This design comes from an exercise in tuning for small area and a short achievable clock period on the open sky130 flow, not from production work.
In this exercise RTL edits were held to simulation tests only and were not proved equivalent to the original.
Power figures rest on the tool's default switching activity, not on a simulated workload.

[flow/run.sh]
#!/bin/bash
# synth_recipe.tcl (not shown) runs the flow's synth.tcl, then flattens the netlist and writes it again
# the make line also repeats each setting of config.mk as NAME=value (left out here)
make -C /OpenROAD-flow-scripts/flow DESIGN_CONFIG=/design/flow/config.mk WORK_HOME=/design/flow/orfs CLKGATE_MAP_FILE= SYNTH_SCRIPT=/design/flow/synth_recipe.tcl finish
[flow/config.mk]
export PLATFORM = sky130hd
export DESIGN_NAME = systolic_array
export DESIGN_NICKNAME = systolic_array
export VERILOG_FILES = /design/flow/design.v
export SDC_FILE = /design/flow/constraint.sdc
export NUM_CORES = 4
export LEC_CHECK = 0
export CAP_MARGIN = 20
export CORE_MARGIN = 2
export CORE_UTILIZATION = 60
export CTS_CLUSTER_DIAMETER = 100
export CTS_CLUSTER_SIZE = 30
export PLACE_DENSITY = 0.75
export SETUP_SLACK_MARGIN = 4.3
export SLEW_MARGIN = 20
[flow/constraint.sdc]
create_clock -name core_clock -period 7.5 [get_ports {clk}]
set_input_delay 1.5000 -clock core_clock [delete_from_list [all_inputs] [get_ports {clk}]]
set_output_delay 1.5000 -clock core_clock [all_outputs]
set_load 0.01 [all_outputs]
[flow/design.v]
module Zero_detection (
    input  wire [15:0] A,
    input  wire [15:0] B,
    input  wire [1:0]  Thres,
    output wire        Zero
);
    wire a_hi = |A[14:13];
    wire b_hi = |B[14:13];
    wire a_e1 = a_hi | A[12] | A[11];
    wire a_e2 = a_hi | A[12];
    wire b_e1 = b_hi | B[12] | B[11];
    wire b_e2 = b_hi | B[12];
    wire neg  = (Thres == 2'd1) ? ~(a_e1 | b_e1) :
                (Thres == 2'd2) ? ~(a_e2 | b_e2) :
                (Thres == 2'd3) ? ~(a_hi | b_hi) : 1'b0;
    assign Zero = ~|A | ~|B | neg;
endmodule
module booth_mul_cs (
    input  wire [15:0] a,
    input  wire [7:0]  bone,    
    input  wire [7:0]  btwo,    
    input  wire [7:0]  bneg,    
    output wire [31:0] r0,
    output wire [31:0] r1,
    output wire [31:0] r2
);
    wire one0 = bone[0];
    wire two0 = btwo[0];
    wire neg0 = bneg[0];
    wire nz0 = one0 | two0;
    wire pp0_0 = ((one0 & a[0]) | (two0 & 1'b0)) ^ neg0;
    wire pp0_1 = ((one0 & a[1]) | (two0 & a[0])) ^ neg0;
    wire pp0_2 = ((one0 & a[2]) | (two0 & a[1])) ^ neg0;
    wire pp0_3 = ((one0 & a[3]) | (two0 & a[2])) ^ neg0;
    wire pp0_4 = ((one0 & a[4]) | (two0 & a[3])) ^ neg0;
    wire pp0_5 = ((one0 & a[5]) | (two0 & a[4])) ^ neg0;
    wire pp0_6 = ((one0 & a[6]) | (two0 & a[5])) ^ neg0;
    wire pp0_7 = ((one0 & a[7]) | (two0 & a[6])) ^ neg0;
    wire pp0_8 = ((one0 & a[8]) | (two0 & a[7])) ^ neg0;
    wire pp0_9 = ((one0 & a[9]) | (two0 & a[8])) ^ neg0;
    wire pp0_10 = ((one0 & a[10]) | (two0 & a[9])) ^ neg0;
    wire pp0_11 = ((one0 & a[11]) | (two0 & a[10])) ^ neg0;
    wire pp0_12 = ((one0 & a[12]) | (two0 & a[11])) ^ neg0;
    wire pp0_13 = ((one0 & a[13]) | (two0 & a[12])) ^ neg0;
    wire pp0_14 = ((one0 & a[14]) | (two0 & a[13])) ^ neg0;
    wire pp0_15 = ((one0 & a[15]) | (two0 & a[14])) ^ neg0;
    wire pp0_16 = ~(((one0 | two0) & a[15]) ^ neg0);
    wire one1 = bone[1];
    wire two1 = btwo[1];
    wire neg1 = bneg[1];
    wire nz1 = one1 | two1;
    wire pp1_0 = ((one1 & a[0]) | (two1 & 1'b0)) ^ neg1;
    wire pp1_1 = ((one1 & a[1]) | (two1 & a[0])) ^ neg1;
    wire pp1_2 = ((one1 & a[2]) | (two1 & a[1])) ^ neg1;
    wire pp1_3 = ((one1 & a[3]) | (two1 & a[2])) ^ neg1;
    wire pp1_4 = ((one1 & a[4]) | (two1 & a[3])) ^ neg1;
    wire pp1_5 = ((one1 & a[5]) | (two1 & a[4])) ^ neg1;
    wire pp1_6 = ((one1 & a[6]) | (two1 & a[5])) ^ neg1;
    wire pp1_7 = ((one1 & a[7]) | (two1 & a[6])) ^ neg1;
    wire pp1_8 = ((one1 & a[8]) | (two1 & a[7])) ^ neg1;
    wire pp1_9 = ((one1 & a[9]) | (two1 & a[8])) ^ neg1;
    wire pp1_10 = ((one1 & a[10]) | (two1 & a[9])) ^ neg1;
    wire pp1_11 = ((one1 & a[11]) | (two1 & a[10])) ^ neg1;
    wire pp1_12 = ((one1 & a[12]) | (two1 & a[11])) ^ neg1;
    wire pp1_13 = ((one1 & a[13]) | (two1 & a[12])) ^ neg1;
    wire pp1_14 = ((one1 & a[14]) | (two1 & a[13])) ^ neg1;
    wire pp1_15 = ((one1 & a[15]) | (two1 & a[14])) ^ neg1;
    wire pp1_16 = ~(((one1 | two1) & a[15]) ^ neg1);
    wire one2 = bone[2];
    wire two2 = btwo[2];
    wire neg2 = bneg[2];
    wire nz2 = one2 | two2;
    wire pp2_0 = ((one2 & a[0]) | (two2 & 1'b0)) ^ neg2;
    wire pp2_1 = ((one2 & a[1]) | (two2 & a[0])) ^ neg2;
    wire pp2_2 = ((one2 & a[2]) | (two2 & a[1])) ^ neg2;
    wire pp2_3 = ((one2 & a[3]) | (two2 & a[2])) ^ neg2;
    wire pp2_4 = ((one2 & a[4]) | (two2 & a[3])) ^ neg2;
    wire pp2_5 = ((one2 & a[5]) | (two2 & a[4])) ^ neg2;
    wire pp2_6 = ((one2 & a[6]) | (two2 & a[5])) ^ neg2;
    wire pp2_7 = ((one2 & a[7]) | (two2 & a[6])) ^ neg2;
    wire pp2_8 = ((one2 & a[8]) | (two2 & a[7])) ^ neg2;
    wire pp2_9 = ((one2 & a[9]) | (two2 & a[8])) ^ neg2;
    wire pp2_10 = ((one2 & a[10]) | (two2 & a[9])) ^ neg2;
    wire pp2_11 = ((one2 & a[11]) | (two2 & a[10])) ^ neg2;
    wire pp2_12 = ((one2 & a[12]) | (two2 & a[11])) ^ neg2;
    wire pp2_13 = ((one2 & a[13]) | (two2 & a[12])) ^ neg2;
    wire pp2_14 = ((one2 & a[14]) | (two2 & a[13])) ^ neg2;
    wire pp2_15 = ((one2 & a[15]) | (two2 & a[14])) ^ neg2;
    wire pp2_16 = ~(((one2 | two2) & a[15]) ^ neg2);
    wire one3 = bone[3];
    wire two3 = btwo[3];
    wire neg3 = bneg[3];
    wire nz3 = one3 | two3;
    wire pp3_0 = ((one3 & a[0]) | (two3 & 1'b0)) ^ neg3;
    wire pp3_1 = ((one3 & a[1]) | (two3 & a[0])) ^ neg3;
    wire pp3_2 = ((one3 & a[2]) | (two3 & a[1])) ^ neg3;
    wire pp3_3 = ((one3 & a[3]) | (two3 & a[2])) ^ neg3;
    wire pp3_4 = ((one3 & a[4]) | (two3 & a[3])) ^ neg3;
    wire pp3_5 = ((one3 & a[5]) | (two3 & a[4])) ^ neg3;
    wire pp3_6 = ((one3 & a[6]) | (two3 & a[5])) ^ neg3;
    wire pp3_7 = ((one3 & a[7]) | (two3 & a[6])) ^ neg3;
    wire pp3_8 = ((one3 & a[8]) | (two3 & a[7])) ^ neg3;
    wire pp3_9 = ((one3 & a[9]) | (two3 & a[8])) ^ neg3;
    wire pp3_10 = ((one3 & a[10]) | (two3 & a[9])) ^ neg3;
    wire pp3_11 = ((one3 & a[11]) | (two3 & a[10])) ^ neg3;
    wire pp3_12 = ((one3 & a[12]) | (two3 & a[11])) ^ neg3;
    wire pp3_13 = ((one3 & a[13]) | (two3 & a[12])) ^ neg3;
    wire pp3_14 = ((one3 & a[14]) | (two3 & a[13])) ^ neg3;
    wire pp3_15 = ((one3 & a[15]) | (two3 & a[14])) ^ neg3;
    wire pp3_16 = ~(((one3 | two3) & a[15]) ^ neg3);
    wire one4 = bone[4];
    wire two4 = btwo[4];
    wire neg4 = bneg[4];
    wire nz4 = one4 | two4;
    wire pp4_0 = ((one4 & a[0]) | (two4 & 1'b0)) ^ neg4;
    wire pp4_1 = ((one4 & a[1]) | (two4 & a[0])) ^ neg4;
    wire pp4_2 = ((one4 & a[2]) | (two4 & a[1])) ^ neg4;
    wire pp4_3 = ((one4 & a[3]) | (two4 & a[2])) ^ neg4;
    wire pp4_4 = ((one4 & a[4]) | (two4 & a[3])) ^ neg4;
    wire pp4_5 = ((one4 & a[5]) | (two4 & a[4])) ^ neg4;
    wire pp4_6 = ((one4 & a[6]) | (two4 & a[5])) ^ neg4;
    wire pp4_7 = ((one4 & a[7]) | (two4 & a[6])) ^ neg4;
    wire pp4_8 = ((one4 & a[8]) | (two4 & a[7])) ^ neg4;
    wire pp4_9 = ((one4 & a[9]) | (two4 & a[8])) ^ neg4;
    wire pp4_10 = ((one4 & a[10]) | (two4 & a[9])) ^ neg4;
    wire pp4_11 = ((one4 & a[11]) | (two4 & a[10])) ^ neg4;
    wire pp4_12 = ((one4 & a[12]) | (two4 & a[11])) ^ neg4;
    wire pp4_13 = ((one4 & a[13]) | (two4 & a[12])) ^ neg4;
    wire pp4_14 = ((one4 & a[14]) | (two4 & a[13])) ^ neg4;
    wire pp4_15 = ((one4 & a[15]) | (two4 & a[14])) ^ neg4;
    wire pp4_16 = ~(((one4 | two4) & a[15]) ^ neg4);
    wire one5 = bone[5];
    wire two5 = btwo[5];
    wire neg5 = bneg[5];
    wire nz5 = one5 | two5;
    wire pp5_0 = ((one5 & a[0]) | (two5 & 1'b0)) ^ neg5;
    wire pp5_1 = ((one5 & a[1]) | (two5 & a[0])) ^ neg5;
    wire pp5_2 = ((one5 & a[2]) | (two5 & a[1])) ^ neg5;
    wire pp5_3 = ((one5 & a[3]) | (two5 & a[2])) ^ neg5;
    wire pp5_4 = ((one5 & a[4]) | (two5 & a[3])) ^ neg5;
    wire pp5_5 = ((one5 & a[5]) | (two5 & a[4])) ^ neg5;
    wire pp5_6 = ((one5 & a[6]) | (two5 & a[5])) ^ neg5;
    wire pp5_7 = ((one5 & a[7]) | (two5 & a[6])) ^ neg5;
    wire pp5_8 = ((one5 & a[8]) | (two5 & a[7])) ^ neg5;
    wire pp5_9 = ((one5 & a[9]) | (two5 & a[8])) ^ neg5;
    wire pp5_10 = ((one5 & a[10]) | (two5 & a[9])) ^ neg5;
    wire pp5_11 = ((one5 & a[11]) | (two5 & a[10])) ^ neg5;
    wire pp5_12 = ((one5 & a[12]) | (two5 & a[11])) ^ neg5;
    wire pp5_13 = ((one5 & a[13]) | (two5 & a[12])) ^ neg5;
    wire pp5_14 = ((one5 & a[14]) | (two5 & a[13])) ^ neg5;
    wire pp5_15 = ((one5 & a[15]) | (two5 & a[14])) ^ neg5;
    wire pp5_16 = ~(((one5 | two5) & a[15]) ^ neg5);
    wire one6 = bone[6];
    wire two6 = btwo[6];
    wire neg6 = bneg[6];
    wire nz6 = one6 | two6;
    wire pp6_0 = ((one6 & a[0]) | (two6 & 1'b0)) ^ neg6;
    wire pp6_1 = ((one6 & a[1]) | (two6 & a[0])) ^ neg6;
    wire pp6_2 = ((one6 & a[2]) | (two6 & a[1])) ^ neg6;
    wire pp6_3 = ((one6 & a[3]) | (two6 & a[2])) ^ neg6;
    wire pp6_4 = ((one6 & a[4]) | (two6 & a[3])) ^ neg6;
    wire pp6_5 = ((one6 & a[5]) | (two6 & a[4])) ^ neg6;
    wire pp6_6 = ((one6 & a[6]) | (two6 & a[5])) ^ neg6;
    wire pp6_7 = ((one6 & a[7]) | (two6 & a[6])) ^ neg6;
    wire pp6_8 = ((one6 & a[8]) | (two6 & a[7])) ^ neg6;
    wire pp6_9 = ((one6 & a[9]) | (two6 & a[8])) ^ neg6;
    wire pp6_10 = ((one6 & a[10]) | (two6 & a[9])) ^ neg6;
    wire pp6_11 = ((one6 & a[11]) | (two6 & a[10])) ^ neg6;
    wire pp6_12 = ((one6 & a[12]) | (two6 & a[11])) ^ neg6;
    wire pp6_13 = ((one6 & a[13]) | (two6 & a[12])) ^ neg6;
    wire pp6_14 = ((one6 & a[14]) | (two6 & a[13])) ^ neg6;
    wire pp6_15 = ((one6 & a[15]) | (two6 & a[14])) ^ neg6;
    wire pp6_16 = ~(((one6 | two6) & a[15]) ^ neg6);
    wire one7 = bone[7];
    wire two7 = btwo[7];
    wire neg7 = bneg[7];
    wire nz7 = one7 | two7;
    wire pp7_0 = ((one7 & a[0]) | (two7 & 1'b0)) ^ neg7;
    wire pp7_1 = ((one7 & a[1]) | (two7 & a[0])) ^ neg7;
    wire pp7_2 = ((one7 & a[2]) | (two7 & a[1])) ^ neg7;
    wire pp7_3 = ((one7 & a[3]) | (two7 & a[2])) ^ neg7;
    wire pp7_4 = ((one7 & a[4]) | (two7 & a[3])) ^ neg7;
    wire pp7_5 = ((one7 & a[5]) | (two7 & a[4])) ^ neg7;
    wire pp7_6 = ((one7 & a[6]) | (two7 & a[5])) ^ neg7;
    wire pp7_7 = ((one7 & a[7]) | (two7 & a[6])) ^ neg7;
    wire pp7_8 = ((one7 & a[8]) | (two7 & a[7])) ^ neg7;
    wire pp7_9 = ((one7 & a[9]) | (two7 & a[8])) ^ neg7;
    wire pp7_10 = ((one7 & a[10]) | (two7 & a[9])) ^ neg7;
    wire pp7_11 = ((one7 & a[11]) | (two7 & a[10])) ^ neg7;
    wire pp7_12 = ((one7 & a[12]) | (two7 & a[11])) ^ neg7;
    wire pp7_13 = ((one7 & a[13]) | (two7 & a[12])) ^ neg7;
    wire pp7_14 = ((one7 & a[14]) | (two7 & a[13])) ^ neg7;
    wire pp7_15 = ((one7 & a[15]) | (two7 & a[14])) ^ neg7;
    wire pp7_16 = ~(((one7 | two7) & a[15]) ^ neg7);
    wire pp0_16_n = ~pp0_16;
    wire pp1_15_n = ~pp1_15;
    wire pp2_15_n = ~pp2_15;
    wire pp3_15_n = ~pp3_15;
    wire pp4_15_n = ~pp4_15;
    wire pp5_15_n = ~pp5_15;
    wire pp6_15_n = ~pp6_15;
    wire pp7_15_n = ~pp7_15;
    wire s0 = neg5 ^ pp0_10;
    wire k0 = neg5 & pp0_10;
    wire s1 = pp0_11 ^ pp1_9;
    wire k1 = pp0_11 & pp1_9;
    wire s2 = neg6 ^ pp0_12 ^ pp1_10;
    wire k2 = (neg6 & pp0_12) | (neg6 & pp1_10) | (pp0_12 & pp1_10);
    wire s3 = pp2_8 ^ pp3_6;
    wire k3 = pp2_8 & pp3_6;
    wire s4 = pp0_13 ^ pp1_11 ^ pp2_9;
    wire k4 = (pp0_13 & pp1_11) | (pp0_13 & pp2_9) | (pp1_11 & pp2_9);
    wire s5 = pp3_7 ^ pp4_5;
    wire k5 = pp3_7 & pp4_5;
    wire s6 = neg7 ^ pp0_14 ^ pp1_12;
    wire k6 = (neg7 & pp0_14) | (neg7 & pp1_12) | (pp0_14 & pp1_12);
    wire s7 = pp2_10 ^ pp3_8 ^ pp4_6;
    wire k7 = (pp2_10 & pp3_8) | (pp2_10 & pp4_6) | (pp3_8 & pp4_6);
    wire s8 = pp5_4 ^ pp6_2;
    wire k8 = pp5_4 & pp6_2;
    wire s9 = pp0_15 ^ pp1_13 ^ pp2_11;
    wire k9 = (pp0_15 & pp1_13) | (pp0_15 & pp2_11) | (pp1_13 & pp2_11);
    wire s10 = pp3_9 ^ pp4_7 ^ pp5_5;
    wire k10 = (pp3_9 & pp4_7) | (pp3_9 & pp5_5) | (pp4_7 & pp5_5);
    wire s11 = pp6_3 ^ pp7_1;
    wire k11 = pp6_3 & pp7_1;
    wire s12 = pp1_14 ^ pp2_12 ^ pp3_10;
    wire k12 = (pp1_14 & pp2_12) | (pp1_14 & pp3_10) | (pp2_12 & pp3_10);
    wire s13 = pp4_8 ^ pp5_6 ^ pp6_4;
    wire k13 = (pp4_8 & pp5_6) | (pp4_8 & pp6_4) | (pp5_6 & pp6_4);
    wire s14 = pp7_2 ^ pp0_16_n;
    wire k14 = pp7_2 & pp0_16_n;
    wire s15 = pp2_13 ^ pp3_11 ^ pp4_9;
    wire k15 = (pp2_13 & pp3_11) | (pp2_13 & pp4_9) | (pp3_11 & pp4_9);
    wire s16 = pp5_7 ^ pp6_5 ^ pp7_3;
    wire k16 = (pp5_7 & pp6_5) | (pp5_7 & pp7_3) | (pp6_5 & pp7_3);
    wire s17 = pp0_16 ^ pp1_15_n;
    wire k17 = pp0_16 & pp1_15_n;
    wire s18 = pp1_16 ^ pp2_14 ^ pp3_12;
    wire k18 = (pp1_16 & pp2_14) | (pp1_16 & pp3_12) | (pp2_14 & pp3_12);
    wire s19 = pp4_10 ^ pp5_8 ^ pp6_6;
    wire k19 = (pp4_10 & pp5_8) | (pp4_10 & pp6_6) | (pp5_8 & pp6_6);
    wire s20 = pp7_4 ^ pp1_15;
    wire k20 = pp7_4 & pp1_15;
    wire s21 = pp3_13 ^ pp4_11 ^ pp5_9;
    wire k21 = (pp3_13 & pp4_11) | (pp3_13 & pp5_9) | (pp4_11 & pp5_9);
    wire s22 = pp6_7 ^ pp7_5;
    wire k22 = pp6_7 & pp7_5;
    wire s23 = pp2_16 ^ pp3_14 ^ pp4_12;
    wire k23 = (pp2_16 & pp3_14) | (pp2_16 & pp4_12) | (pp3_14 & pp4_12);
    wire s24 = pp5_10 ^ pp6_8;
    wire k24 = pp5_10 & pp6_8;
    wire s25 = pp4_13 ^ pp5_11;
    wire k25 = pp4_13 & pp5_11;
    wire s26 = pp3_16 ^ pp4_14;
    wire k26 = pp3_16 & pp4_14;
    wire s27 = neg3 ^ pp0_6;
    wire k27 = neg3 & pp0_6;
    wire s28 = pp0_7 ^ pp1_5;
    wire k28 = pp0_7 & pp1_5;
    wire s29 = neg4 ^ pp0_8 ^ pp1_6;
    wire k29 = (neg4 & pp0_8) | (neg4 & pp1_6) | (pp0_8 & pp1_6);
    wire s30 = pp2_4 ^ pp3_2;
    wire k30 = pp2_4 & pp3_2;
    wire s31 = pp0_9 ^ pp1_7 ^ pp2_5;
    wire k31 = (pp0_9 & pp1_7) | (pp0_9 & pp2_5) | (pp1_7 & pp2_5);
    wire s32 = pp3_3 ^ pp4_1;
    wire k32 = pp3_3 & pp4_1;
    wire s33 = pp1_8 ^ pp2_6 ^ pp3_4;
    wire k33 = (pp1_8 & pp2_6) | (pp1_8 & pp3_4) | (pp2_6 & pp3_4);
    wire s34 = pp4_2 ^ pp5_0 ^ s0;
    wire k34 = (pp4_2 & pp5_0) | (pp4_2 & s0) | (pp5_0 & s0);
    wire s35 = pp2_7 ^ pp3_5 ^ pp4_3;
    wire k35 = (pp2_7 & pp3_5) | (pp2_7 & pp4_3) | (pp3_5 & pp4_3);
    wire s36 = pp5_1 ^ k0 ^ s1;
    wire k36 = (pp5_1 & k0) | (pp5_1 & s1) | (k0 & s1);
    wire s37 = pp4_4 ^ pp5_2 ^ pp6_0;
    wire k37 = (pp4_4 & pp5_2) | (pp4_4 & pp6_0) | (pp5_2 & pp6_0);
    wire s38 = k1 ^ s2 ^ s3;
    wire k38 = (k1 & s2) | (k1 & s3) | (s2 & s3);
    wire s39 = pp5_3 ^ pp6_1 ^ k2;
    wire k39 = (pp5_3 & pp6_1) | (pp5_3 & k2) | (pp6_1 & k2);
    wire s40 = k3 ^ s4 ^ s5;
    wire k40 = (k3 & s4) | (k3 & s5) | (s4 & s5);
    wire s41 = pp7_0 ^ k4 ^ k5;
    wire k41 = (pp7_0 & k4) | (pp7_0 & k5) | (k4 & k5);
    wire s42 = s6 ^ s7 ^ s8;
    wire k42 = (s6 & s7) | (s6 & s8) | (s7 & s8);
    wire s43 = k6 ^ k7 ^ k8;
    wire k43 = (k6 & k7) | (k6 & k8) | (k7 & k8);
    wire s44 = s9 ^ s10 ^ s11;
    wire k44 = (s9 & s10) | (s9 & s11) | (s10 & s11);
    wire s45 = k9 ^ k10 ^ k11;
    wire k45 = (k9 & k10) | (k9 & k11) | (k10 & k11);
    wire s46 = s12 ^ s13 ^ s14;
    wire k46 = (s12 & s13) | (s12 & s14) | (s13 & s14);
    wire s47 = k12 ^ k13 ^ k14;
    wire k47 = (k12 & k13) | (k12 & k14) | (k13 & k14);
    wire s48 = s15 ^ s16 ^ s17;
    wire k48 = (s15 & s16) | (s15 & s17) | (s16 & s17);
    wire s49 = k15 ^ k16 ^ k17;
    wire k49 = (k15 & k16) | (k15 & k17) | (k16 & k17);
    wire s50 = s18 ^ s19 ^ s20;
    wire k50 = (s18 & s19) | (s18 & s20) | (s19 & s20);
    wire s51 = pp2_15_n ^ k18 ^ k19;
    wire k51 = (pp2_15_n & k18) | (pp2_15_n & k19) | (k18 & k19);
    wire s52 = k20 ^ s21 ^ s22;
    wire k52 = (k20 & s21) | (k20 & s22) | (s21 & s22);
    wire s53 = pp7_6 ^ pp2_15 ^ k21;
    wire k53 = (pp7_6 & pp2_15) | (pp7_6 & k21) | (pp2_15 & k21);
    wire s54 = k22 ^ s23 ^ s24;
    wire k54 = (k22 & s23) | (k22 & s24) | (s23 & s24);
    wire s55 = pp6_9 ^ pp7_7 ^ pp3_15_n;
    wire k55 = (pp6_9 & pp7_7) | (pp6_9 & pp3_15_n) | (pp7_7 & pp3_15_n);
    wire s56 = k23 ^ k24 ^ s25;
    wire k56 = (k23 & k24) | (k23 & s25) | (k24 & s25);
    wire s57 = pp5_12 ^ pp6_10 ^ pp7_8;
    wire k57 = (pp5_12 & pp6_10) | (pp5_12 & pp7_8) | (pp6_10 & pp7_8);
    wire s58 = pp3_15 ^ k25 ^ s26;
    wire k58 = (pp3_15 & k25) | (pp3_15 & s26) | (k25 & s26);
    wire s59 = pp5_13 ^ pp6_11 ^ pp7_9;
    wire k59 = (pp5_13 & pp6_11) | (pp5_13 & pp7_9) | (pp6_11 & pp7_9);
    wire s60 = pp4_15_n ^ k26;
    wire k60 = pp4_15_n & k26;
    wire s61 = pp4_16 ^ pp5_14 ^ pp6_12;
    wire k61 = (pp4_16 & pp5_14) | (pp4_16 & pp6_12) | (pp5_14 & pp6_12);
    wire s62 = pp7_10 ^ pp4_15;
    wire k62 = pp7_10 & pp4_15;
    wire s63 = pp6_13 ^ pp7_11;
    wire k63 = pp6_13 & pp7_11;
    wire s64 = pp5_16 ^ pp6_14;
    wire k64 = pp5_16 & pp6_14;
    wire s65 = neg2 ^ pp0_4;
    wire k65 = neg2 & pp0_4;
    wire s66 = pp0_5 ^ pp1_3;
    wire k66 = pp0_5 & pp1_3;
    wire s67 = pp1_4 ^ pp2_2 ^ pp3_0;
    wire k67 = (pp1_4 & pp2_2) | (pp1_4 & pp3_0) | (pp2_2 & pp3_0);
    wire s68 = pp2_3 ^ pp3_1 ^ k27;
    wire k68 = (pp2_3 & pp3_1) | (pp2_3 & k27) | (pp3_1 & k27);
    wire s69 = pp4_0 ^ k28 ^ s29;
    wire k69 = (pp4_0 & k28) | (pp4_0 & s29) | (k28 & s29);
    wire s70 = k29 ^ k30 ^ s31;
    wire k70 = (k29 & k30) | (k29 & s31) | (k30 & s31);
    wire s71 = k31 ^ k32 ^ s33;
    wire k71 = (k31 & k32) | (k31 & s33) | (k32 & s33);
    wire s72 = k33 ^ s35 ^ k34;
    wire k72 = (k33 & s35) | (k33 & k34) | (s35 & k34);
    wire s73 = k35 ^ s37 ^ k36;
    wire k73 = (k35 & s37) | (k35 & k36) | (s37 & k36);
    wire s74 = k37 ^ k38 ^ s39;
    wire k74 = (k37 & k38) | (k37 & s39) | (k38 & s39);
    wire s75 = k39 ^ k40 ^ s41;
    wire k75 = (k39 & k40) | (k39 & s41) | (k40 & s41);
    wire s76 = k41 ^ k42 ^ s43;
    wire k76 = (k41 & k42) | (k41 & s43) | (k42 & s43);
    wire s77 = k43 ^ k44 ^ s45;
    wire k77 = (k43 & k44) | (k43 & s45) | (k44 & s45);
    wire s78 = k45 ^ k46 ^ s47;
    wire k78 = (k45 & k46) | (k45 & s47) | (k46 & s47);
    wire s79 = k47 ^ k48 ^ s49;
    wire k79 = (k47 & k48) | (k47 & s49) | (k48 & s49);
    wire s80 = k49 ^ k50 ^ s51;
    wire k80 = (k49 & k50) | (k49 & s51) | (k50 & s51);
    wire s81 = k51 ^ k52 ^ s53;
    wire k81 = (k51 & k52) | (k51 & s53) | (k52 & s53);
    wire s82 = s55 ^ k53 ^ k54;
    wire k82 = (s55 & k53) | (s55 & k54) | (k53 & k54);
    wire s83 = k55 ^ s57 ^ k56;
    wire k83 = (k55 & s57) | (k55 & k56) | (s57 & k56);
    wire s84 = k57 ^ s59 ^ k58;
    wire k84 = (k57 & s59) | (k57 & k58) | (s59 & k58);
    wire s85 = k59 ^ s61 ^ s62;
    wire k85 = (k59 & s61) | (k59 & s62) | (s61 & s62);
    wire s86 = pp5_15_n ^ k61 ^ k62;
    wire k86 = (pp5_15_n & k61) | (pp5_15_n & k62) | (k61 & k62);
    wire s87 = pp7_12 ^ pp5_15 ^ k63;
    wire k87 = (pp7_12 & pp5_15) | (pp7_12 & k63) | (pp5_15 & k63);
    wire s88 = pp7_13 ^ pp6_15_n;
    wire k88 = pp7_13 & pp6_15_n;
    wire s89 = pp6_16 ^ pp7_14;
    wire k89 = pp6_16 & pp7_14;
    assign r0 = {1'b0, pp7_16, pp7_15_n, pp6_15, k64, s64, s63, k60, s60, s58, s56, s54, s52, s50, s48, s46, s44, s42, s40, s38, k71, k70, s32, s30, k67, k66, pp2_1, pp1_2, pp0_3, neg1, pp0_1, neg0};
    assign r1 = {1'b0, pp7_15, k89, k88, s88, k86, k85, s85, k83, k82, k81, k80, k79, k78, k77, k76, k75, k74, k73, k72, s36, s71, k69, k68, s28, s67, k65, pp2_0, pp1_1, pp0_2, 1'b0, pp0_0};
    assign r2 = {1'b0, 1'b0, 1'b0, s89, k87, s87, s86, k84, s84, s83, s82, s81, s80, s79, s78, s77, s76, s75, s74, s73, s72, s34, s70, s69, s68, s27, s66, s65, 1'b0, pp1_0, 1'b0, 1'b0};
endmodule
module processing_element_os (
    input  wire        clk,
    input  wire        rst_n,
    input  wire [15:0] a_in,
    input  wire [23:0] w_in,       
    input  wire        step,       
    input  wire        clr,        
    input  wire        bclr,       
    input  wire        valid1,     
    input  wire        aval,       
    input  wire        wval,       
    input  wire [1:0]  thr,        
    output reg  [15:0] act,
    output reg  [23:0] wei,
    output reg  [47:0] buf_q
);
    reg  [31:0] q0, q1, q2;
    reg         zf;
    reg  [47:0] mac;
    reg  [5:1] k;       
    wire [7:0] one = wei[7:0];
    wire [7:0] two = wei[15:8];
    wire [7:0] neg = wei[23:16];
    wire [15:0] wdec;
    genvar i;
    generate
        for (i = 0; i < 8; i = i + 1) begin : g_dec
            assign wdec[2*i+1] = neg[i];
            if (i == 0) begin : g0
                assign wdec[0] = one[0];
            end else begin : gi
                assign wdec[2*i] = one[i] ^ neg[i-1];
            end
        end
    endgenerate
    wire [31:0] r0, r1, r2;
    booth_mul_cs m0 (.a(act), .bone(one), .btwo(two), .bneg(neg), .r0(r0), .r1(r1), .r2(r2));
    wire zero;
    Zero_detection zd0 (.A(act), .B(wdec), .Thres(thr), .Zero(zero));
    always @(posedge clk) begin
        if (step) begin
            act <= a_in;
            wei <= w_in;
            q0 <= r0;
            q1 <= r1;
            q2 <= r2;
            zf  <= zero | ~aval | ~wval;
        end
    end
    wire [31:0] m32 = mac[31:0];
    wire [31:0] x1 = m32 ^ q0 ^ q1;
    wire [32:0] y1 = {(m32 & q0) | (m32 & q1) | (q0 & q1), 1'b0};
    wire [31:0] x  = x1 ^ y1[31:0] ^ q2;
    wire [32:0] y  = {(x1 & y1[31:0]) | (x1 & q2) | (y1[31:0] & q2), 1'b0};
    wire [1:0]  t  = y1[32] + y[32] + x[31];
    wire [2:0]  d  = {1'b0, t} - 3'd1;     
    wire [47:0] opa = {mac[47:32], ~x[31], x[30:0]};
    wire [47:0] opb = {{13{d[2]}}, d, y[31:0]};
    wire [8:0] sg0 = opa[7:0] + opb[7:0];
    wire [9:0] sx1 = {opa[15:8], 1'b1} + {opb[15:8], k[1]};
    wire [8:0] sg1 = sx1[9:1];
    wire [9:0] sx2 = {opa[23:16], 1'b1} + {opb[23:16], k[2]};
    wire [8:0] sg2 = sx2[9:1];
    wire [9:0] sx3 = {opa[31:24], 1'b1} + {opb[31:24], k[3]};
    wire [8:0] sg3 = sx3[9:1];
    wire [9:0] sx4 = {opa[39:32], 1'b1} + {opb[39:32], k[4]};
    wire [8:0] sg4 = sx4[9:1];
    wire [9:0] sx5 = {opa[47:40], 1'b1} + {opb[47:40], k[5]};
    wire [8:0] sg5 = sx5[9:1];
    wire [47:0] kpend = (48'd1 << 8) & {48{k[1]}} | (48'd1 << 16) & {48{k[2]}} | (48'd1 << 24) & {48{k[3]}} | (48'd1 << 32) & {48{k[4]}} | (48'd1 << 40) & {48{k[5]}};
    wire [47:0] macv  = mac + kpend;
    always @(posedge clk or negedge rst_n) begin
        if (!rst_n) begin
            mac <= 48'd0;
            k   <= 5'd0;
        end else if (clr) begin
            mac <= 48'd0;
            k   <= 5'd0;
        end else if (step & valid1 & ~zf) begin
            mac[7:0] <= sg0[7:0];
            k[1] <= sg0[8];
            mac[15:8] <= sg1[7:0];
            k[2] <= sg1[8];
            mac[23:16] <= sg2[7:0];
            k[3] <= sg2[8];
            mac[31:24] <= sg3[7:0];
            k[4] <= sg3[8];
            mac[39:32] <= sg4[7:0];
            k[5] <= sg4[8];
            mac[47:40] <= sg5[7:0];
        end
    end
    always @(posedge clk or negedge rst_n) begin
        if (!rst_n)
            buf_q <= 48'd0;
        else if (bclr)
            buf_q <= 48'd0;
        else if (step & valid1)
            buf_q <= macv;
    end
endmodule
module systolic_array (
    input  wire         clk,
    input  wire         rst_n,
    input  wire [47:0]  act_flat,
    input  wire [47:0]  wei_flat,
    input  wire         pipeline_en,
    input  wire         reg_clear,
    input  wire         cell_en,
    input  wire         cscan_en,
    input  wire [1:0]   Thres,
    output wire         cell_out,
    output wire [431:0] MAC_out_flat
);
    wire [2:0] cel;            
    wire [2:0] wv;             
    wire [2:0] c_in = {cel[1], cel[0], cell_en};
    wire [2:0] step = c_in & {3{pipeline_en}};
    wire       bclr = reg_clear | cscan_en;
    wire [15:0] act [0:2][0:2];
    wire [23:0] wei [0:2][0:2];    
    wire [23:0] wenc [0:2];
    genvar e, d;
    generate
        for (e = 0; e < 3; e = e + 1) begin : g_enc
            wire [15:0] b = wei_flat[16*e +: 16];
            for (d = 0; d < 8; d = d + 1) begin : g_dig
                wire bm = (d == 0) ? 1'b0 : b[(d == 0) ? 0 : 2*d-1];
                assign wenc[e][d]      = b[2*d] ^ bm;
                assign wenc[e][8 + d]  = (b[2*d+1] & ~b[2*d] & ~bm) | (~b[2*d+1] & b[2*d] & bm);
                assign wenc[e][16 + d] = b[2*d+1];
            end
        end
    endgenerate
    genvar y, x;
    generate
        for (y = 0; y < 3; y = y + 1) begin : g_row
            reg       cell_r;
            reg [2:0] v;           
            reg [1:0] thr;         
            always @(posedge clk or negedge rst_n) begin
                if (!rst_n) begin
                    cell_r <= 1'b0;
                    v      <= 3'b000;
                end else if (reg_clear) begin
                    cell_r <= 1'b0;
                    v      <= 3'b000;
                end else begin
                    cell_r <= c_in[y];
                    if (step[y])
                        v <= {v[1:0], 1'b1};
                end
            end
            assign cel[y] = cell_r;
            always @(posedge clk) begin
                if (step[y])
                    thr <= Thres;
            end
            if (y == 0) begin : g_w0
                assign wv[0] = v[0];
            end else begin : g_wn
                reg wv_r;
                always @(posedge clk or negedge rst_n) begin
                    if (!rst_n)
                        wv_r <= 1'b0;
                    else if (reg_clear)
                        wv_r <= 1'b0;
                    else if (step[y])
                        wv_r <= wv[y-1];
                end
                assign wv[y] = wv_r;
            end
            for (x = 0; x < 3; x = x + 1) begin : g_col
                processing_element_os pe (
                    .clk    (clk),
                    .rst_n  (rst_n),
                    .a_in   (x == 0 ? act_flat[16*y +: 16] : act[y][x-1]),
                    .w_in   (y == 0 ? wenc[x] : wei[y-1][x]),
                    .step   (step[y]),
                    .clr    (reg_clear),
                    .bclr   (bclr),
                    .valid1 (v[1]),
                    .aval   (v[x]),
                    .wval   (wv[y]),
                    .thr    (thr),
                    .act    (act[y][x]),
                    .wei    (wei[y][x]),
                    .buf_q  (MAC_out_flat[48*(3*y+x) +: 48])
                );
            end
        end
    endgenerate
    assign cell_out = cel[2];
endmodule
==> summary.txt, run 1 <==
Cells after Synth: 13200
Non-Filler Instances: 16900
busiest grt layer: met2
DR vias/cell: 6.28
Int Pwr: 18900 uW
DP Wirelength: 280 mm
startpoint types: flip-flop
CTS Buf Count: 93
endpoints failing setup: 0
First-pass DRT Iterations: 7
IO Pins: 537
placed cell count: 16100
first-pass GRT wire length: 628 mm
WL final: 410 mm
post-placement cell area: 153000 um^2
#FFs+latches synth: 2081
crit path kind: flip-flop to flip-flop
post-route ant nets: 0
max-slew violations: 0
Fmax: 301 MHz
Post-synth EDFFs: 1158
Root Buffer: clkbuf_16
CP bufs+invs: 0
Slowest-stage cell, CP: fa_1
maximum clock path buffer count: 3
# DRC: 0
sequential fraction of the synthesis area: 39.9%
Max rail drop VDD: 0.000193 V
DP Worst Slack: 1.57 ns
MaxCap Viol Count: 0
critical path's largest stage delay: 0.62 ns
Clock Latency Late Sink: 0.81 ns
Mapped Nets: 15200
# nets final: 15700
slew at the pin closest to its max-slew limit: 1.10 ns
Core ar.: 241000 um^2
Synth area leader: edfxtp_1
M2 GR Usage: 51.1%
RePlAce Congestion: 0.920
worst path arrival time: 4.05 ns
setup slack, reg-to-reg: 4.17 ns
Ys Warns: 2
post-synth top area share: 24.0%
RR Startpoint: g_row[0].g_col[2].pe.mac[9]
most frequent CP cell: fa_1
sequential share of power: 47.3%
class of the worst hold path: flip-flop to flip-flop
status: timing/DRC/antenna clean
net load switching power: 8800 uW
library cells used by synthesis: 72
Final period util: 44.4%
Area Overhead vs Synth: 11.7%
hold_sp: g_row[0].g_col[2].pe.wei[16]
CTS tree: done
Crit Path Max Fanout: 6
Post-Syn Area: 145000 um^2
H-tree Lvls: 3
Die W: 496 um
FFs w/ async S/R, synth: 44.4%
slack of the critical path: 4.17 ns
initial antenna violation count: 36
global routing usage on met1: 45.5%
Sw Share: 31.7%
Leak: 0.0694 uW
final instance area: 162000 um^2
standard-cell rows: 180
largest net degree at the start of global routing: 171
clock-pin slew on the worst setup and hold paths: 0.11 ns
Initial Utilization: 60.3%
M3 GR Usage: 7.04%
RSZ-0062 raised after global routing: true
dominant synthesized flop cell: edfxtp_1
power per cell area: 171 nW/um^2
gr usage total: 32.8%
logic gate share of total power: 28.6%
post-DR wirelength/cell: 24.2 um
Util after Layout: 67.4%
clock tree sinks: 2081
Die ar.: 246000 um^2
vias in the first global route: 107000
clock power share: 24.1%
Filler cells: 17800
gr ovfl total: 0
IO Port Bufs: 536
Worst Setup SP: g_row[0].g_col[2].pe.mac[9]
top post-synthesis cells by area: edfxtp_1 24%, dfrtp_1 16%, fa_1 16%, xnor2_1 7.1%, ha_1 6.5%
Worst EP required: 8.23 ns
min Tclk post-route: 3.33 ns
Setup Skew: 0.0349 ns
Vias: 106000
CP delay by family, top: adder cells
crit path cell chain: fa_1, fa_1, ha_1, a21oi_2, o21bai_1, a21o_1, a31o_4, or4b_4, nand3_2
layout cells sized above 1: 9.03%
Worst Setup End Kind: flip-flop
Fin. Hold Viols: 0
Die Ht: 496 um
Slew headroom: 26.7%
Min Hold Slack: 0.460 ns
cts hold-fix bufs: 0
drt initial violations: 11400
Avg Cell Area, Syn: 11.0 um^2
layout make-up:
type | instances | area [um^2] | share of cell area (%)
diodes | 15 | 37.5 | 0.0232
clock buffers | 123 | 2560 | 1.58
clock inverters | 51 | 619 | 0.382
inverters | 1195 | 4520 | 2.79
multi-input cells | 8987 | 80200 | 49.5
flip-flops and latches | 2081 | 58000 | 35.8
well taps | 3185 | 3990 | 2.46
repair buffers | 1291 | 12200 | 7.52
repair inverters | 3 | 26.3 | 0.0162
placed cells by master (no fill, tap or decap), drive strengths merged, types with 79 or more instances in the layout:
| cell type | netlist | final |
|---|---|---|
| inv | 1186 | 1219 |
| xnor2 | 1169 | 1169 |
| edfxtp | 1158 | 1158 |
| fa | 1143 | 1143 |
| a22oi | 1091 | 1091 |
| dfrtp | 923 | 923 |
| nand2 | 852 | 853 |
| ha | 756 | 756 |
| buf | 152 | 756 |
| o21ai | 744 | 744 |
| xor2 | 674 | 674 |
| nor2 | 468 | 469 |
| a21oi | 430 | 430 |
| dlygate4sd2 | 0 | 418 |
| a21o | 211 | 211 |
| a211oi | 198 | 198 |
| nand3 | 149 | 149 |
| clkbuf | 757 | 128 |
| a22o | 111 | 111 |
| clkdlybuf4s50 | 0 | 98 |
| nand4 | 87 | 87 |
| nor3b | 86 | 86 |
| nor4 | 79 | 79 |
final timing paths:
path,to,cells after the start
max,g_row[0].g_col[2].pe.mac[15],9
min,g_row[1].g_col[2].pe.wei[16],0
max reg2reg,g_row[0].g_col[2].pe.mac[15],9
min reg2reg,g_row[1].g_col[2].pe.wei[16],0
max in group asynchronous,g_row[0].g_col[1].pe.k[1],3
min in group asynchronous,g_row[2].g_col[0].pe.mac[25],1
per-layer routing:
layer | up-vias | routed length, um
li1 | 46400 | -
met1 | 52700 | 161000
met2 | 5983 | 186000
met3 | 1149 | 43800
met4 | 34 | 18200
met5 | - | 224
repair_timing:
item                        CTS  global route
setup endpoints to repair  2235           468
cloned                        8             0
resized for setup           616           147
pin swaps                    46           215
buffers inserted            173           432
cells by family after synthesis:
family | share of synthesized area, %
multiplexers | 0.172
XOR/XNOR | 11.1
buffers and inverters | 5.45
flip-flops | 39.9
AO/OA/AOI/OAI | 14.1
adder cells (fa/ha/maj) | 22.3
AND/OR/NAND/NOR | 7.00
cell usage after synthesis, types with 87 or more instances:
cell type	n
clkbuf_1	757
a22o_1	111
buf_1	144
nand4_1	87
fa_1	1143
ha_1	756
xnor2_1	1169
a211oi_1	198
inv_1	1185
a21o_1	211
dfrtp_1	923
edfxtp_1	1158
nand2_1	851
o21ai_0	741
nand3_1	149
a21oi_1	429
xor2_1	674
a22oi_1	1091
nor2_1	468
state kept, by name, indices dropped and copies added (netlist names):
signal,flops
g_row.g_col.pe.buf_q,432
g_row.g_col.pe.mac,432
g_row.g_col.pe.q0,279
g_row.g_col.pe.q1,270
g_row.g_col.pe.q2,234
g_row.g_col.pe.wei,216
g_row.g_col.pe.act,144
g_row.g_col.pe.k,45
g_row.g_col.pe.zf,9
g_row.v,9
g_row.thr,6
g_row.cell_r,3
g_row.g_wn.wv_r,2
power by group through the flow:
stage / Combinational, uW / Clock, uW / Sequential (uW)
after CTS: 7250 / 6780 / 13200
after floorplan: 5110 / 0 / 13200
after global placement: 6610 / 0 / 13500
final: 7930 / 6680 / 13100
after detailed placement: 6830 / 0 / 13500
after global routing: 8840 / 7140 / 13200
metrics by stage:
stage	total power (uW)	TNS [ns]
after CTS	27300	0
after global routing	29200	0
after global placement	20100	0
after floorplan	18400	-385.72
final	27700	0
after detailed placement	20300	0
==> inputs of run 2 (changes only) <==
--- a/flow/design.v
+++ b/flow/design.v
@@ -403,6 +403,7 @@
     reg  [31:0] q0, q1, q2;
     reg         zf;
-    reg  [47:0] mac;
-    reg  [5:1] k;       
+    reg  [23:0] mh;
+    reg  [23:0] ml;
+    reg         k;
     wire [7:0] one = wei[7:0];
     wire [7:0] two = wei[15:8];
@@ -434,5 +435,5 @@
         end
     end
-    wire [31:0] m32 = mac[31:0];
+    wire [31:0] m32 = {mh[7:0], ml};
     wire [31:0] x1 = m32 ^ q0 ^ q1;
     wire [32:0] y1 = {(m32 & q0) | (m32 & q1) | (q0 & q1), 1'b0};
@@ -441,38 +442,21 @@
     wire [1:0]  t  = y1[32] + y[32] + x[31];
     wire [2:0]  d  = {1'b0, t} - 3'd1;     
-    wire [47:0] opa = {mac[47:32], ~x[31], x[30:0]};
+    wire [47:0] opa = {mh[23:8], ~x[31], x[30:0]};
     wire [47:0] opb = {{13{d[2]}}, d, y[31:0]};
-    wire [8:0] sg0 = opa[7:0] + opb[7:0];
-    wire [9:0] sx1 = {opa[15:8], 1'b1} + {opb[15:8], k[1]};
-    wire [8:0] sg1 = sx1[9:1];
-    wire [9:0] sx2 = {opa[23:16], 1'b1} + {opb[23:16], k[2]};
-    wire [8:0] sg2 = sx2[9:1];
-    wire [9:0] sx3 = {opa[31:24], 1'b1} + {opb[31:24], k[3]};
-    wire [8:0] sg3 = sx3[9:1];
-    wire [9:0] sx4 = {opa[39:32], 1'b1} + {opb[39:32], k[4]};
-    wire [8:0] sg4 = sx4[9:1];
-    wire [9:0] sx5 = {opa[47:40], 1'b1} + {opb[47:40], k[5]};
-    wire [8:0] sg5 = sx5[9:1];
-    wire [47:0] kpend = (48'd1 << 8) & {48{k[1]}} | (48'd1 << 16) & {48{k[2]}} | (48'd1 << 24) & {48{k[3]}} | (48'd1 << 32) & {48{k[4]}} | (48'd1 << 40) & {48{k[5]}};
-    wire [47:0] macv  = mac + kpend;
+    wire [24:0] lo = opa[23:0] + opb[23:0];
+    wire [23:0] hi = opa[47:24] + opb[47:24] + k;
     always @(posedge clk or negedge rst_n) begin
         if (!rst_n) begin
-            mac <= 48'd0;
-            k   <= 5'd0;
+            ml <= 24'd0;
+            mh <= 24'd0;
+            k  <= 1'b0;
         end else if (clr) begin
-            mac <= 48'd0;
-            k   <= 5'd0;
+            ml <= 24'd0;
+            mh <= 24'd0;
+            k  <= 1'b0;
         end else if (step & valid1 & ~zf) begin
-            mac[7:0] <= sg0[7:0];
-            k[1] <= sg0[8];
-            mac[15:8] <= sg1[7:0];
-            k[2] <= sg1[8];
-            mac[23:16] <= sg2[7:0];
-            k[3] <= sg2[8];
-            mac[31:24] <= sg3[7:0];
-            k[4] <= sg3[8];
-            mac[39:32] <= sg4[7:0];
-            k[5] <= sg4[8];
-            mac[47:40] <= sg5[7:0];
+            ml <= lo[23:0];
+            mh <= hi;
+            k  <= lo[24];
         end
     end
@@ -483,5 +467,5 @@
             buf_q <= 48'd0;
         else if (step & valid1)
-            buf_q <= macv;
+            buf_q <= {mh + k, ml};
     end
 endmodule
--- a/flow/config.mk
+++ b/flow/config.mk
@@ -8,8 +8,7 @@
 export CAP_MARGIN = 20
 export CORE_MARGIN = 2
-export CORE_UTILIZATION = 60
-export CTS_CLUSTER_DIAMETER = 100
-export CTS_CLUSTER_SIZE = 30
-export PLACE_DENSITY = 0.75
-export SETUP_SLACK_MARGIN = 4.3
+export CORE_UTILIZATION = 45
+export PLACE_DENSITY = 0.6
+export SETUP_SLACK_MARGIN = 4.4
 export SLEW_MARGIN = 20
+export TNS_END_PERCENT = 10
==> summary.txt, run 2 <==
status: timing/DRC/antenna clean
compound-cell area share of the yosys netlist: 14.4% (+0.30 points)
RSZ-0062 raised after global routing: true
crit path cell chain: fa_1, fa_1, inv_2, fa_2, inv_2, fa_2, a21o_1, a21o_1, a2111oi_4, o211ai_1, a31o_2, a41o_1, o31ai_2, xor2_1, o22ai_1
top post-synthesis cells by area: edfxtp_1 24%, fa_1 15%, dfrtp_1 15%, xnor2_1 7.2%, ha_1 6.1%
DP Wirelength: 300 mm (+7.3%)
power per cell area: 203 nW/um^2 (+19%)
slew at the pin closest to its max-slew limit: 1.24 ns (+0.141 ns)
largest family of logic cells by synthesized area: adder cells
setup slack, reg-to-reg: 3.25 ns (-0.93 ns)
Die Ht: 572 um (+15%)
Crit Path Max Fanout: 2 (-4)
CP bufs+invs: 2 (+2)
final setup TNS: 0 ns (unchanged)
standard-cell rows: 208 (+16%)
CTS Buf Count: 235 (+150%)
Synth area leader: edfxtp_1
Post-synth top cells: 1586 x inv_1, 1199 x nand2_1, 1186 x xnor2_1
startpoint types: flip-flop
Core ar.: 321000 um^2 (+33%)
post-synthesis adder-cell area fraction: 21.5% (-0.74 points)
total power: 34500 uW (+24%)
Worst EP required: 8.27 ns (+0.04 ns)
Die ar.: 327000 um^2 (+33%)
Clock Latency Late Sink: 0.94 ns (+0.13 ns)
initial antenna violation count: 27 (-25%)
largest net degree at the start of global routing: 193 (+13%)
sequential fraction of the synthesis area: 39.3% (-0.59 points)
H-tree Lvls: 4 (+1)
Mapped Nets: 15700 (+3.2%)
Slew headroom: 17.3% (-9.4 points)
Post-synth EDFFs: 1158 (unchanged)
class of the worst hold path: flip-flop to flip-flop
number of flip-flops in the largest register: 432
Slowest-stage cell, CP: fa_1
max-slew violations: 0 (unchanged)
MaxCap Viol Count: 0 (unchanged)
Final period util: 56.7% (+12 points)
RePlAce Congestion: 0.886 (-3.6%)
post-synthesis xor/xnor area fraction: 10.2% (-0.89 points)
IO Pins: 537 (unchanged)
min Tclk post-route: 4.25 ns (+0.926 ns)
crit path kind: flip-flop to flip-flop
Worst Setup End Kind: flip-flop
Post-Syn Area: 145000 um^2 (about the same)
Biggest register: g_row.g_col.pe.buf_q
post-placement cell area: 154000 um^2 (+1.1%)
Avg Cell Area, Syn: 10.6 um^2 (-4.1%)
Die W: 572 um (+15%)
endpoints failing setup: 0 (unchanged)
maximum clock path buffer count: 4 (+1)
Ys Warns: 2 (unchanged)
WL final: 437 mm (+6.7%)
final instance area: 170000 um^2 (+5.0%)
critical path's largest stage delay: 0.57 ns (-0.05 ns)
post-synth top area share: 24.0% (about the same)
# DRC: 0 (unchanged)
CP delay by family, top: compound AO/OA/AOI/OAI gates
Vias: 106000 (-0.30%)
Fmax: 235 MHz (-22%)
Filler cells: 28300 (+59%)
Initial Utilization: 45.2% (-15 points)
Leak: 0.0694 uW (about the same)
Root Buffer: clkbuf_16
post-DR wirelength/cell: 23.3 um (-3.7%)
library cells used by synthesis: 88 (+22%)
FFs w/ async S/R, synth: 43.4% (-0.98 points)
#FFs+latches synth: 2045 (-1.7%)
DP Worst Slack: 1.86 ns (+0.288 ns)
top-count cell post-synth: inv_1
first-pass GRT wire length: 657 mm (+4.6%)
commonest non-fill, non-tap cell in the layout: inv_1
mux contribution to synthesized area: 0.151% (-0.021 points)
Cells after Synth: 13700 (+4.2%)
commonest cells after routing, fill and taps aside: 1483 x inv_1, 1189 x nand2_1, 1176 x xnor2_1
slack of the critical path: 3.25 ns (-0.926 ns)
worst path arrival time: 5.02 ns (+0.97 ns)
drt initial violations: 9726 (-15%)
First-pass DRT Iterations: 8 (+1)
gr ovfl total: 0 (unchanged)
Area Overhead vs Synth: 17.4%
clock tree sinks: 2045 (-1.7%)
DR vias/cell: 5.65 (-9.9%)
Setup Skew: 0.0704 ns (+0.0355 ns)
Max rail drop VDD: 0.000195 V (+1.0%)
clock-pin slew on the worst setup and hold paths: 0.07 ns (-0.04 ns)
post-synthesis simple-gate area fraction: 7.81% (+0.80 points)
IO Port Bufs: 536 (unchanged)
post-route ant nets: 0 (unchanged)
vias in the first global route: 104000 (-2.1%)
dominant synthesized flop cell: edfxtp_1
layout cells sized above 1: 12.8% (+3.7 points)
# nets final: 16200 (+3.2%)
Largest regs: g_row.g_col.pe.buf_q (432), g_row.g_col.pe.q0 (279), g_row.g_col.pe.q1 (270)
CTS tree: done
gr usage total: 26.1% (-6.7 points)
Fin. Hold Viols: 0 (unchanged)
Min Hold Slack: 0.462 ns (+0.00121 ns)
[run 2: changes by cell type after synthesis, sizes merged, moves of 45 or more]
cell   before   now
inv      1186  1586
o21ai     744   374
nand2     852  1199
a21oi     430   706
xor2      674   508
nor3b      86     4
a22o      111    60
ha        756   711
or3        35    80
[run 2: path summary, 6_finish.rpt]
path	start	end	cells past startpoint
min in group asynchronous	rst_n	g_row[2].g_col[2].pe.buf_q[9]	1
max in group asynchronous	rst_n	g_row[0].g_col[0].pe.buf_q[44]	3
worst max-delay path	g_row[1].g_col[2].pe.q0[24]	g_row[1].g_col[2].pe.mh[20]	15
worst min-delay path	g_row[1].g_col[1].pe.act[0]	g_row[1].g_col[2].pe.act[0]	0
worst min register to register	g_row[1].g_col[1].pe.act[0]	g_row[1].g_col[2].pe.act[0]	0
worst max register to register	g_row[1].g_col[2].pe.q0[24]	g_row[1].g_col[2].pe.mh[20]	15
[run 2: power by group]
group | total, uW | internal [uW] | switching [uW]
clock | 12000 | 6920 | 5050
combinational | 9580 | 4250 | 5330
sequential | 13000 | 12600 | 361
[run 2: final cells by class]
class,count,area [um^2],area share [%]
inverter,1605,6050,3.56
timing repair inverter,1,5.00,0.00294
tap,4305,5390,3.17
antenna,12,30.0,0.0176
multi-input combinational,9137,82500,48.5
clock buffer,305,6600,3.88
timing repair buffer,1197,11100,6.53
sequential,2045,57000,33.5
clock inverter,135,1400,0.822
[run 2: kinds of logic after synthesis]
group | count (synthesis)
AOI/OAI and AO/OA | 3087
xor gates and xnor gates | 1694
adders and majority gates | 1827
buffers and inverters | 2543
DFF | 2045
muxes | 21
and+or+nand+nor | 2504
[run 2: metrics by stage]
stage,std cells,util (%)
after CTS,18500,51.6
after floorplan,13700,-
final,18700,53.0
after detailed placement,17800,48.1
after global placement,17800,48.1
after global routing,18700,53.0
[run 2: repair_timing]
action,4_1_cts,5_1_grt
setup endpoints to repair,2561,1639
hold buffers,0,0
gates resized for setup,451,550
buffers inserted,199,249
pin swaps,332,388
cloned,4,1
[run 2: layer usage]
layer	track usage [%]	vias up	wire, um
met5	0	-	25
met4	9.87	4	18100
met3	5.16	726	37300
met2	39.2	4285	192000
met1	37.4	53000	189000
li1	-	47900	-
==> inputs of run 3 (changes only) <==
--- a/flow/design.v
+++ b/flow/design.v
@@ -403,7 +403,6 @@
     reg  [31:0] q0, q1, q2;
     reg         zf;
-    reg  [23:0] mh;
-    reg  [23:0] ml;
-    reg         k;
+    reg  [47:0] mac;
+    reg  [7:1] k;       
     wire [7:0] one = wei[7:0];
     wire [7:0] two = wei[15:8];
@@ -435,5 +434,5 @@
         end
     end
-    wire [31:0] m32 = {mh[7:0], ml};
+    wire [31:0] m32 = mac[31:0];
     wire [31:0] x1 = m32 ^ q0 ^ q1;
     wire [32:0] y1 = {(m32 & q0) | (m32 & q1) | (q0 & q1), 1'b0};
@@ -442,21 +441,46 @@
     wire [1:0]  t  = y1[32] + y[32] + x[31];
     wire [2:0]  d  = {1'b0, t} - 3'd1;     
-    wire [47:0] opa = {mh[23:8], ~x[31], x[30:0]};
+    wire [47:0] opa = {mac[47:32], ~x[31], x[30:0]};
     wire [47:0] opb = {{13{d[2]}}, d, y[31:0]};
-    wire [24:0] lo = opa[23:0] + opb[23:0];
-    wire [23:0] hi = opa[47:24] + opb[47:24] + k;
+    wire [6:0] sg0 = opa[5:0] + opb[5:0];
+    wire [7:0] sx1 = {opa[11:6], 1'b1} + {opb[11:6], k[1]};
+    wire [6:0] sg1 = sx1[7:1];
+    wire [7:0] sx2 = {opa[17:12], 1'b1} + {opb[17:12], k[2]};
+    wire [6:0] sg2 = sx2[7:1];
+    wire [7:0] sx3 = {opa[23:18], 1'b1} + {opb[23:18], k[3]};
+    wire [6:0] sg3 = sx3[7:1];
+    wire [7:0] sx4 = {opa[29:24], 1'b1} + {opb[29:24], k[4]};
+    wire [6:0] sg4 = sx4[7:1];
+    wire [7:0] sx5 = {opa[35:30], 1'b1} + {opb[35:30], k[5]};
+    wire [6:0] sg5 = sx5[7:1];
+    wire [7:0] sx6 = {opa[41:36], 1'b1} + {opb[41:36], k[6]};
+    wire [6:0] sg6 = sx6[7:1];
+    wire [7:0] sx7 = {opa[47:42], 1'b1} + {opb[47:42], k[7]};
+    wire [6:0] sg7 = sx7[7:1];
+    wire [47:0] kpend = (48'd1 << 6) & {48{k[1]}} | (48'd1 << 12) & {48{k[2]}} | (48'd1 << 18) & {48{k[3]}} | (48'd1 << 24) & {48{k[4]}} | (48'd1 << 30) & {48{k[5]}} | (48'd1 << 36) & {48{k[6]}} | (48'd1 << 42) & {48{k[7]}};
+    wire [47:0] macv  = mac + kpend;
     always @(posedge clk or negedge rst_n) begin
         if (!rst_n) begin
-            ml <= 24'd0;
-            mh <= 24'd0;
-            k  <= 1'b0;
+            mac <= 48'd0;
+            k   <= 7'd0;
         end else if (clr) begin
-            ml <= 24'd0;
-            mh <= 24'd0;
-            k  <= 1'b0;
+            mac <= 48'd0;
+            k   <= 7'd0;
         end else if (step & valid1 & ~zf) begin
-            ml <= lo[23:0];
-            mh <= hi;
-            k  <= lo[24];
+            mac[5:0] <= sg0[5:0];
+            k[1] <= sg0[6];
+            mac[11:6] <= sg1[5:0];
+            k[2] <= sg1[6];
+            mac[17:12] <= sg2[5:0];
+            k[3] <= sg2[6];
+            mac[23:18] <= sg3[5:0];
+            k[4] <= sg3[6];
+            mac[29:24] <= sg4[5:0];
+            k[5] <= sg4[6];
+            mac[35:30] <= sg5[5:0];
+            k[6] <= sg5[6];
+            mac[41:36] <= sg6[5:0];
+            k[7] <= sg6[6];
+            mac[47:42] <= sg7[5:0];
         end
     end
@@ -467,5 +491,5 @@
             buf_q <= 48'd0;
         else if (step & valid1)
-            buf_q <= {mh + k, ml};
+            buf_q <= macv;
     end
 endmodule
--- a/flow/config.mk
+++ b/flow/config.mk
@@ -9,6 +9,7 @@
 export CORE_MARGIN = 2
 export CORE_UTILIZATION = 45
+export CTS_CLUSTER_DIAMETER = 60
+export CTS_CLUSTER_SIZE = 30
 export PLACE_DENSITY = 0.6
-export SETUP_SLACK_MARGIN = 4.4
+export SETUP_SLACK_MARGIN = 4.3
 export SLEW_MARGIN = 20
-export TNS_END_PERCENT = 10
==> summary.txt, run 3 <==
status: timing/DRC/antenna clean
Initial Utilization: 45.2% (about the same)
Avg Cell Area, Syn: 11.3 um^2 (+7.3%)
worst path arrival time: 3.79 ns (-1.23 ns)
Largest regs: g_row.g_col.pe.buf_q (432), g_row.g_col.pe.mac (432), g_row.g_col.pe.q0 (279)
gr usage total: 26.6% (+0.49 points)
min Tclk post-route: 3.17 ns (-1.08 ns)
met3 routed WL: 37.6 mm (+0.69%)
cts hold-fix bufs: 0 (unchanged)
standard-cell rows: 207 (-0.48%)
power per cell area: 191 nW/um^2 (-5.9%)
RSZ-0062 raised after global routing: true
Synth area leader: edfxtp_1
Root Buffer: clkbuf_16
post-route ant nets: 0 (unchanged)
Slowest-stage cell, CP: edfxtp_1
endpoints failing setup: 0 (unchanged)
Post-Syn Area: 143000 um^2 (-1.1%)
final setup TNS: 0 ns (unchanged)
Crit Path Max Fanout: 17 (+15)
Worst Setup End Kind: flip-flop
Fin. Hold Viols: 0 (unchanged)
top-count cell post-synth: fa_1
vias in the first global route: 105000 (+0.44%)
Die W: 568 um (-0.56%)
drt initial violations: 10400 (+7.4%)
Ys Warns: 2 (unchanged)
# DRC: 0 (unchanged)
CTS Buf Count: 207 (-12%)
Non-Filler Instances: 17600 (-6.2%)
Slew headroom: 8.31% (-9.0 points)
WL final: 437 mm (-0.12%)
DP Wirelength: 301 mm (+0.15%)
clock tree sinks: 2099 (+2.6%)
CP delay by family, top: adder cells
IO Port Bufs: 536 (unchanged)
post-DR wirelength/cell: 24.9 um (+6.5%)
First-pass DRT Iterations: 6 (-2)
library cells used by synthesis: 77 (-13%)
Metal-1 WL: 183 mm (-3.6%)
dominant synthesized flop cell: edfxtp_1
RePlAce Congestion: 0.902 (+1.8%)
Clock Latency Late Sink: 0.94 ns (about the same)
MaxCap Viol Count: 0 (unchanged)
Post-synth EDFFs: 1158 (unchanged)
Vias: 103000 (-2.7%)
class of the worst hold path: flip-flop to flip-flop
largest net degree at the start of global routing: 168 (-13%)
max-slew violations: 0 (unchanged)
crit path cell chain: a22oi_1, xnor2_1, fa_1, inv_1, fa_1, fa_1
FFs w/ async S/R, synth: 44.8% (+1.5 points)
Leak: 0.0693 uW (-0.12%)
placed cell count: 16600 (-6.8%)
sequential fraction of the synthesis area: 40.7% (+1.4 points)
Area Overhead vs Synth: 15.7%
critical path's largest stage delay: 0.95 ns (+0.38 ns)
slew at the pin closest to its max-slew limit: 1.38 ns (+0.135 ns)
Post-synth top cells: 1161 x fa_1, 1158 x edfxtp_1, 1153 x xnor2_1
Cells after Synth: 12600 (-7.9%)
Final period util: 42.3% (-14 points)
metal2 WL: 197 mm (+2.2%)
initial antenna violation count: 29 (+7.4%)
post-synth top area share: 24.3% (+0.27 points)
most frequent CP cell: fa_1
Die Ht: 568 um (-0.56%)
commonest cells after routing, fill and taps aside: 1161 x fa_1, 1158 x edfxtp_1, 1150 x xnor2_1
Setup Skew: 0.0595 ns (-0.0109 ns)
Fmax: 316 MHz (+34%)
# nets final: 15200 (-5.6%)
Core ar.: 318000 um^2 (-1.0%)
CP bufs+invs: 1 (-1)
maximum clock path buffer count: 4 (unchanged)
Worst EP required: 8.12 ns (-0.15 ns)
H-tree Lvls: 4 (unchanged)
top post-synthesis cells by area: edfxtp_1 24%, dfrtp_1 16%, fa_1 16%, xnor2_1 7.0%, ha_1 6.8%
Max rail drop VDD: 0.000189 V (-3.3%)
layout cells sized above 1: 9.92% (-2.8 points)
clock-pin slew on the worst setup and hold paths: 0.08 ns (about the same)
#FFs+latches synth: 2099 (+2.6%)
first-pass GRT wire length: 662 mm (+0.78%)
commonest non-fill, non-tap cell in the layout: fa_1
startpoint types: flip-flop
highest metal used: met5
Mapped Nets: 14700 (-6.2%)
gr ovfl total: 0 (unchanged)
CTS tree: done
IO Pins: 537 (unchanged)
DR vias/cell: 5.87 (+3.8%)
Die ar.: 323000 um^2 (-1.1%)
crit path kind: flip-flop to flip-flop
run 3: cell types whose count changed after synthesis, moves of 81 or more:
cell | previous run | this run
inv_1 | 1586 | 886
nand2_1 | 1199 | 860
o21ai_0 | 368 | 757
xor2_1 | 508 | 737
nor2_1 | 483 | 305
o21bai_1 | 46 | 127
a21oi_1 | 706 | 547
run 3: power breakdown:
group          leakage [uW]  internal [uW]  switching (uW)
Combinational        0.0419           2970            3870
Sequential           0.0237          12900             319
Clock               0.00367           6020            5620
run 3: area by class of cell:
type | instances | area (um^2)
antenna | 8 | 20.0
clock buffer | 227 | 5400
clock inverter | 162 | 2230
fill | 27400 | 152000
inverter | 887 | 3350
multi-input combinational | 8753 | 79000
sequential | 2099 | 58400
tap | 4180 | 5230
timing repair buffer | 1254 | 12300
timing repair inverter | 1 | 8.76
run 3: per-layer routing:
layer  track usage [%]  vias up
li1                  -    45200
met1              37.0    52000
met2              41.2     4934
met3              4.90     1027
met4              10.7       26
met5             0.342        -
run 3: worst paths after layout:
| check | end | start | cells after the start | slack (ns) |
|---|---|---|---|---|
| max | g_row[1].g_col[1].pe.q2[17] | g_row[1].g_col[1].pe.wei[14] | 6 | 4.33 |
| min | g_row[1].g_col[1].pe.buf_q[36] | g_row[1].g_col[1].pe.buf_q[36] | 2 | 0.52 |
| max reg2reg | g_row[1].g_col[1].pe.q2[17] | g_row[1].g_col[1].pe.wei[14] | 6 | 4.33 |
| min reg2reg | g_row[1].g_col[1].pe.buf_q[36] | g_row[1].g_col[1].pe.buf_q[36] | 2 | 0.52 |
| max in group asynchronous | g_row[0].g_col[2].pe.buf_q[45] | rst_n | 3 | 5.08 |
| min in group asynchronous | g_row[2].g_col[0].pe.buf_q[20] | rst_n | 1 | 0.56 |
run 3: cells by family after synthesis:
logic type / Yosys count / synth area share (%)
buffers and inverters: 1797 / 4.71
XOR/XNOR: 1890 / 11.5
AO/OA/AOI/OAI: 3113 / 14.2
AND/OR/NAND/NOR: 1797 / 5.83
flip-flops: 2099 / 40.7
multiplexers: 9 / 0.0628
adder cells (fa/ha/maj): 1935 / 23.0
run 3: metrics by stage:
stage	worst slack [ns]	total power [uW]	area [um^2]	hold slack [ns]	utilization, %
2_1_floorplan	-0.754	18000	144000	0.424	-
3_3_place_gp	1.95	19800	152000	0.491	47.9
3_5_place_dp	1.81	19900	152000	0.489	48.0
4_1_cts	4.24	31800	163000	0.514	51.3
5_1_grt	4.17	33200	166000	0.536	52.3
6_report	4.33	31700	166000	0.517	52.3
run 3: worst reg2reg max path, cell delays in order, from the launching register on:
cell and delay, ns:
edfxtp_1 0.95, a22oi_1 0.20, xnor2_1 0.21, fa_1 0.55
inv_1 0.06, fa_1 0.43, fa_1 0.50
run 3: repair_timing:
item,in CTS,in global routing
pin swaps,6,7
cloned,10,4
gates resized for setup,670,79
buffers inserted,294,245
setup endpoints to repair,2248,622

## separate check: timing with driven ports
In the flow no input, the clock included, has a driving cell. The finished layouts below were timed again as built, in two steps.
Step 1 assumes that a clkbuf_16 drives the clock port and a buf_2 every other input.
Step 2 also shifts input and output timing later by t, the mid clock arrival at the registers, as if the neighbouring blocks saw the same clock.
Three values: no drivers, after step 1, after step 2; two values: the first two.
run | t, ns | setup slack, ns | worst setup path after step 2 | cell pins on the clock port's net
run 1 | 0.905 | 4.172 / 4.172 / 3.385 | input to register | 1
run 2 | 1.014 | 3.246 / 3.246 / 2.895 | input to register | 1
run 3 | 1.011 | 4.330 / 4.235 / 3.373 | input to register | 1
After both steps every run listed still meets setup and hold. For run 3, which loses most, drivers alone change the setup slack by -0.095 ns; drivers and shift together by -0.957 ns.
